This design comes from an exercise in tuning for small area and a short achievable clock period on the open sky130 flow, not from production work. Function was checked by simulation only, so behaviour that the tests miss may differ from the original. Power figures rest on the tool's default switching activity, not on a simulated workload.

==> flow/design.v <==
module ALU (
    input [31:0] SRCA,SCRB,
    input [2:0] ALUControl,
    output zero,
    output reg signed [31:0] ALUResult
);
always @(*) begin
          ALUResult=0; 
case (ALUControl)
    3'b000 : 
        ALUResult = SRCA & SCRB; 
    3'b001 : 
        ALUResult = SRCA | SCRB; 
    3'b010 : 
        ALUResult = SRCA + SCRB; 
    3'b110 : 
        ALUResult = SRCA - SCRB; 
    3'b111 : 
        ALUResult = (SRCA < SCRB) ? 1:0; 
    default:
        ALUResult=0; 
endcase
end
assign zero = (ALUResult==0) ? 1:0;
endmodule
module ALU_Decoder (
    input [5:0] Funct,
    input [1:0] ALUOp,
    output reg [2:0] ALUControl
);
always @(*) begin
    ALUControl=3'b000;
    casex (ALUOp)
       2'b00 : 
       ALUControl=3'b010;
       2'bx1:
       ALUControl=3'b110;
       2'b1x:
       begin
        case (Funct)
              6'b100000 :
              ALUControl=3'b010;
               6'b100010 :
              ALUControl=3'b110;
               6'b100100 :
              ALUControl=3'b000;
               6'b100101 :
              ALUControl=3'b001;
               6'b101010 :
              ALUControl=3'b111;
            default: 
              ALUControl=3'b000;
        endcase
       end
        default: 
         ALUControl=3'b000;
    endcase
end
endmodule
module main_decoder (
    input [5:0] Opcode,
    output reg MemtoReg,MemWrite,Branch,ALUSrc,RegDst,RegWrite,jump,
    output reg [1:0] ALUOp
);
always@(*)
begin
    RegWrite=0;
     RegDst=0;
     ALUSrc=0;
     Branch=0;
     MemWrite=0;
     MemtoReg=0;
     ALUOp=2'b00;
     jump=0;
case (Opcode)
   6'b0 :
   begin
     RegWrite=1;
     RegDst=1;
     ALUSrc=0;
     Branch=0;
     MemWrite=0;
     MemtoReg=0;
     ALUOp=2'b10;
   end 
   6'b100011 :
   begin
     RegWrite=1;
     RegDst=0;
     ALUSrc=1;
     Branch=0;
     MemWrite=0;
     MemtoReg=1;
     ALUOp=2'b00;
   end 
   6'b101011 :
   begin
     RegWrite=0;
     RegDst=0;
     ALUSrc=1;
     Branch=0;
     MemWrite=1;
     MemtoReg=0;
     ALUOp=2'b00;
   end 
   6'b000100:
   begin
     RegWrite=0;
     RegDst=0;
     ALUSrc=0;
     Branch=1;
     MemWrite=0;
     MemtoReg=0;
     ALUOp=2'b01;
   end 
   6'b001000 :
   begin
     RegWrite=1;
     RegDst=0;
     ALUSrc=1;
     Branch=0;
     MemWrite=0;
     MemtoReg=0;
     ALUOp=2'b00;
   end 
   6'b000010 :
   begin
     RegWrite=0;
     RegDst=0;
     ALUSrc=0;
     Branch=0;
     MemWrite=0;
     MemtoReg=0;
     ALUOp=2'b00;
     jump=1;
   end 
    default: 
     begin
     RegWrite=0;
     RegDst=0;
     ALUSrc=0;
     Branch=0;
     MemWrite=0;
     MemtoReg=0;
     ALUOp=2'b00;
     jump=0;
   end 
endcase
end
endmodule
module Contol_unit (
    input [5:0] Opcode,
    input [5:0] Funct,
    output  MemtoReg,MemWrite,Branch,ALUSrc,RegDst,RegWrite,jump,
    output  [2:0] ALUControl
);
wire [1:0] ALUOp;
main_decoder u1 (Opcode,MemtoReg,MemWrite,Branch,ALUSrc,RegDst,RegWrite,jump,ALUOp);
ALU_Decoder u2 (Funct,ALUOp,ALUControl);
endmodule
module mux2to1
#(parameter  N = 32 )(
    input [N-1 : 0] A,B,
    input sel,
    output reg [N-1 :0] OUT
);
always @(*) begin
    if(sel)
    OUT=B;
    else
    OUT=A;
end
endmodule
module sign_extend (
  input [15:0] in,
  output [31:0] out  
);
assign out = {{16{in[15]}},in};
endmodule
module Register_File(
input [4:0] A1,A2,A3,
input [31:0] WD3,
input WE3,clk,rst_n,
output reg [31:0] RD1,RD2
);
reg [31:0] Reg_MEM [1:31];
integer i;
always@(posedge clk , negedge rst_n)
begin
if(rst_n==0)
begin
 for(i=1;i<32;i=i+1)
begin
Reg_MEM[i]<=0;
end
end
else if (WE3 && A3!=0)
    Reg_MEM [A3]<= WD3;
end
always @(*) begin
    RD1=(A1==0) ? 32'd0 : Reg_MEM[A1];
    RD2=(A2==0) ? 32'd0 : Reg_MEM[A2];
end
endmodule
module Data_Memory (
input [31:0] A, WD,
input WE ,clk,rst_n,
output reg [31:0] RD
);
reg [31:0] DATA_MEM [0:31];
integer i;
always @(posedge clk , negedge rst_n) begin
 if(rst_n==0)
begin
 for(i=0;i<32;i=i+1)
begin
DATA_MEM[i]<=0;
end
end
else if (WE)
DATA_MEM[A[4:0]]<= WD;
end
always @(*) begin
    RD=DATA_MEM[A[4:0]];
end
endmodule
module PC_FF (
    input [31:0] PC_next,
    input rst_n,clk,
    output reg [31:0] PC
);
always @(posedge clk ,negedge rst_n) begin
    if(!rst_n)
    PC <= 0;
    else
    PC<=PC_next;
end
endmodule
module pcplus4 (
    input [31:0] pc,
    output reg [31:0] pc_plus4
);
always @(*) begin
    pc_plus4= pc +4;
end
endmodule
module pcbranch(
    input [31:0] A,B,
    output reg [31:0] S
);
reg [31:0] Ax4;
always @(*) begin
    Ax4 = A<<2;
    S= Ax4+B;
end
endmodule
module PCJump (
    input [3:0] up,
    input [25:0] down,
    output [31:0] out
);
    wire [27:0] down_mod;
    assign down_mod = down << 2;
    assign out = {up,down_mod};
endmodule
module top_module (
    input clk,rst_n,
    input [31:0] instr,
    output [31:0] pc,
    output signed [31:0] result
);
wire [31:0] PC,SRCA,SRCB,SRCB_reg,SignImm,ALUResult,ReadData,PC_next,PC_plus4,PC_Branch,PC_Jump,PC_notjump;
wire MemtoReg,MemWrite,Branch,ALUSrc,RegDst,RegWrite,zero,jump;
wire [2:0] ALUControl;
wire [4:0] WriteReg;
assign pc = PC;
Contol_unit u2 (instr [31:26], instr [5:0] , MemtoReg,MemWrite,Branch,ALUSrc,RegDst,RegWrite,jump,ALUControl);
mux2to1 #(.N(5)) u3 (instr[20:16],instr[15:11],RegDst,WriteReg);
Register_File u4 (instr[25:21],instr[20:16],WriteReg,result,RegWrite,clk,rst_n,SRCA,SRCB_reg);
sign_extend u5 (instr[15:0],SignImm);
mux2to1 u6 (SRCB_reg,SignImm,ALUSrc,SRCB);
ALU u7 (SRCA,SRCB,ALUControl,zero,ALUResult);
Data_Memory u8 (ALUResult,SRCB_reg,MemWrite,clk,rst_n,ReadData);
mux2to1 u9 (ALUResult,ReadData,MemtoReg,result);
PC_FF u10 (PC_next,rst_n,clk,PC);
pcplus4 u11 (PC,PC_plus4);
pcbranch u12 (SignImm,PC_plus4,PC_Branch);
mux2to1 u13 (PC_plus4,PC_Branch,(zero & Branch),PC_notjump);
mux2to1 u14 (PC_notjump,PC_Jump,jump,PC_next);
PCJump u15 (PC_plus4[31:28],instr[25:0],PC_Jump);
endmodule
==> flow/run.sh <==
#!/bin/bash
# synth_recipe.tcl (not shown) runs the flow's synth.tcl, then flattens the netlist and writes it again
# the make line also repeats each setting of config.mk as NAME=value (left out here)
make -C /OpenROAD-flow-scripts/flow DESIGN_CONFIG=/design/flow/config.mk WORK_HOME=/design/flow/orfs CLKGATE_MAP_FILE= SYNTH_SCRIPT=/design/flow/synth_recipe.tcl finish
==> flow/config.mk <==
export PLATFORM = sky130hd
export DESIGN_NAME = top_module
export DESIGN_NICKNAME = top_module
export VERILOG_FILES = /design/flow/design.v
export SDC_FILE = /design/flow/constraint.sdc
export NUM_CORES = 4
export LEC_CHECK = 0
export CAP_MARGIN = 20
export CORE_MARGIN = 2
export CORE_UTILIZATION = 45
export PLACE_DENSITY = 0.6
export SETUP_SLACK_MARGIN = 0.5
export SLEW_MARGIN = 20
==> flow/constraint.sdc <==
create_clock -name core_clock -period 16.0 [get_ports {clk}]
set_input_delay 3.2000 -clock core_clock [delete_from_list [all_inputs] [get_ports {clk}]]
set_output_delay 3.2000 -clock core_clock [all_outputs]
set_load 0.01 [all_outputs]
==> qor.txt <==
Top cells by area, synth - dfrtp_1 (50%), mux2_2 (13%), nand2_1 (4.8%)
DR WL met3 - 77,800 um
Worst-path clk slew - 0.06 ns
# setup viols final - 0
Peak supply drop - 97.6 uV
Detailed-route DRC error count - 0
Synth Area in Compound Gates - 0.201
GPL Wtd Cong - 1.03
Hpwl dp - 336,000 um
M1 wire length - 207,000 um
Syn Inst Count - 10,000
Clk buf depth - 3
Post-synthesis register bit count - 2,046
Final Power - 11,900 uW
Synth-to-layout area growth - 15.6%
Fin area - 119,000 um^2
Critical Path Max Stage Delay - 0.96 ns
DR WL/cell - 39.6 um
Slowest cell on the critical path - nor2_4
Number of synthesized flops with an enable pin - 0
Post-synthesis adder-cell area fraction - 0.0158
Worst min path class - reg2reg
Fin crit share - 0.980
Die width - 483 um
Tightest Pin Transition - 1.31 ns
Vias in the first global route - 90,700
DRT antenna net count - 0
Vias - 95,900
Main combinational cell family by area after synthesis - compound AO/OA/AOI/OAI gates
I/O pin cnt - 98
CP Class - in2out
RSZ-0062 raised after global routing - no
Startpoint Class - input pin
GRT Residual Overflow - 0
Initial antenna violation count - 27
Slew Limit Fails - 0
Die area - 233,000 um^2
Synth area leader - dfrtp_1
Run status - finished clean
Final WL - 526,000 um
Post-synth ARST share - 1.00
Core ar. - 228,000 um^2
Final Core Density - 0.524
Sequential cell area fraction in the yosys report - 0.496
Family with the most delay on the worst path - simple AND/OR/NAND/NOR gates
Crit path max fanout - 15
Mux cell area share after synthesis - 0.136
Simple-Gate Fraction of Synth Area - 0.104
Worst Clk Skew - 0.0383 ns
Max Fclk - 0.0638 GHz
CP Capture Type - output port
# H-tree levels - 4
DR top layer - met5
Post-Synthesis Mean Instance Area - 10.3 um^2
Nets - 10,300
Die height - 483 um
Synth warnings - 12
Num Clock Sinks - 2,046
Synth Flop Type - dfrtp_1
Max_slew headroom - 0.129
Fin crit period - 15.68 ns
Initial Util - 0.453
PwrDens - 99.9 nW/um^2
Worst path required time - 12.80 ns
Port Buffers - 95
Std cell rows - 175
Dpl cell area - 112,000 um^2
Leak - 0.0544 uW
Starting DRC count in detailed routing - 17,200
Post-Synth XOR/XNOR Area - 0.00543
Syn Std Cell Area - 103,000 um^2
Synth top area share - 0.496
Max-Cap Viols - 0
First-pass GRT wire length - 727,000 um
CTS tree - yes
Yosys cell types - 115
Setup TNS - 0 ns
Drt pass-1 iters - 14
Share of cells above drive strength 1 - 0.241
Final hold viol count - 0
Met2 WL - 207,000 um
Crit-path most repeated cell - buf_4
Pin count of the biggest net entering global routing - 194
Avg Vias per Cell - 7.21
Critical path buffer and inverter count - 6
Clock Latency Late Sink - 0.93 ns
Clock root cell - clkbuf_16
Worst EP arrival - 12.48 ns
Total CTS buffers - 216
Total GRT Usage - 0.438
sequential cells by signal (all words and copies together), names as in the netlist:
name,count
u10.PC,30
u4.Reg_MEM,992
u8.DATA_MEM,1024
cells in the mapped netlist (20+ instances only):
cell type / number
dfrtp_1: 2046
buf_2: 130
buf_1: 61
a221o_1: 24
clkbuf_1: 708
nor3_1: 158
a222oi_1: 77
a21oi_1: 341
nand2b_1: 31
a211oi_1: 46
nand3_1: 243
mux2_2: 1168
nand2_1: 1312
mux2i_1: 83
a31oi_1: 39
nand4_1: 128
o211ai_1: 22
o21ai_1: 35
a221oi_1: 266
nor2_1: 327
o22ai_1: 29
a22o_1: 268
o31ai_1: 52
a21o_1: 30
ha_1: 126
xor2_1: 20
a22oi_1: 576
o21ai_0: 974
nor4_1: 33
nor2b_1: 39
and3_1: 38
xnor2_1: 44
buf_4: 21
inv_1: 134
through the flow:
stage	instances	hold slack [ns]	setup WS, ns
4_1_cts	13200	0.490	0.506
5_1_grt	13300	0.509	0.526
6_report	13300	0.492	0.321
3_3_place_gp	12800	0.468	0.552
2_1_floorplan	10000	0.454	3.37
3_5_place_dp	12900	0.475	0.475
timing repair:
item,in CTS,in global routing
pin swaps,0,8
resized for setup,1,3
hold buffers,0,0
setup buffers,0,27
hold endpoints to repair,0,0
setup endpoints to repair,1,8
where the power goes:
part | switching, uW | total, uW | internal (uW)
clock network | 2270 | 5300 | 3030
logic | 950 | 1330 | 376
registers | 68.7 | 5300 | 5230
total | 3290 | 11900 | 8640
worst register-to-register path, stage by stage, from the launching register on:
cell and delay, ns:
dfrtp_1 0.46, a22o_1 0.23, a221oi_1 0.23, nand4_1 0.16
nor3_1 0.41, a21oi_2 0.17, mux2_2 0.34, ha_1 0.23
inv_1 0.08, fa_1 0.20, nor2b_1 0.25, o211ai_1 0.19
a2111oi_0 0.70, nor2_1 0.30, buf_4 0.23, o221ai_2 0.57
nand3_2 0.36, buf_4 0.42, nor3b_2 0.30, nand4_1 0.24
nor4_4 0.52, nand4b_4 0.73, nor2_1 0.57, mux2_2 0.39
path summary, 6_finish.rpt:
path	start	endpoint	slack (ns)	cells past startpoint
max	instr[17]	result[20]	0.32	26
min	u8.DATA_MEM[28][2]$_DFFE_PN0P_	u8.DATA_MEM[28][2]$_DFFE_PN0P_	0.49	1
max reg2reg	u4.Reg_MEM[26][0]$_DFFE_PN0P_	u10.PC[29]$_DFF_PN0_	7.60	23
min reg2reg	u8.DATA_MEM[28][2]$_DFFE_PN0P_	u8.DATA_MEM[28][2]$_DFFE_PN0P_	0.49	1
max in group asynchronous	rst_n	u8.DATA_MEM[28][0]$_DFFE_PN0P_	10.47	5
min in group asynchronous	rst_n	u4.Reg_MEM[22][27]$_DFFE_PN0P_	2.27	1
layout by cell type (no fill, tap or decap), drive strengths merged, types with 38 or more instances in the layout:
master | Yosys | final
dfrtp | 2046 | 2046
nand2 | 1314 | 1314
mux2 | 1174 | 1174
o21ai | 1011 | 1011
buf | 214 | 684
a22oi | 577 | 577
a21oi | 341 | 341
nor2 | 332 | 332
clkbuf | 712 | 310
a22o | 268 | 268
a221oi | 267 | 267
nand3 | 244 | 244
nor3 | 163 | 163
inv | 134 | 143
nand4 | 128 | 128
ha | 126 | 126
clkdlybuf4s50 | 0 | 92
mux2i | 83 | 83
a222oi | 77 | 77
a211oi | 54 | 54
o31ai | 53 | 53
clkinv | 0 | 51
xnor2 | 44 | 44
nor4 | 42 | 42
nor2b | 39 | 39
a31oi | 39 | 39
and3 | 38 | 38
kinds of logic after synthesis:
kind of cell / after synthesis
XOR/XNOR: 64
other: 1
AND/OR/NAND/NOR: 2422
buffers and inverters: 1060
AO/OA/AOI/OAI: 3040
flip-flops: 2046
adder cells (fa/ha/maj): 129
multiplexers: 1258
routing by layer:
layer,global-route usage,vias to the layer above
met1,0.601,48400
li1,-,37200
met5,0.00388,-
met2,0.590,8169
met4,0.228,56
met3,0.173,2109
cell type report:
| cell class | count | area (um^2) |
|---|---|---|
| diodes | 21 | 52.6 |
| repair buffers | 776 | 7140 |
| multi-input cells | 6915 | 49400 |
| inverters | 134 | 503 |
| clock inverters | 86 | 1120 |
| clock buffers | 310 | 6190 |
| fillers | 20200 | 108000 |
| flip-flops and latches | 2046 | 51200 |
| well taps | 3009 | 3760 |

separate check: timing with driven ports:
Ports are ideal in the flow. The routed layout listed here was re-timed in OpenROAD.
Step 1 assumes that a clkbuf_16 drives the clock port and a buf_2 every other input.
Step 2 times the ports against the registers' clock, not the clock port: input delays grow and output delays shrink by t, the midpoint of the rising clock arrivals with the driver on.
a / b / c = ideal / step 1 / step 2; a / b = the first two.
shift t [ns]: 1.012
setup WS [ns]: 0.321 / 0.287 / 0.287
hold slack, ns: 0.492 / 0.492 / 0.492
worst setup path at the end: input to output
pins driven straight from the clock port: 1
After both steps this run still meets setup and hold. For this run, drivers alone change the setup slack by -0.034 ns; drivers and shift together by -0.034 ns.
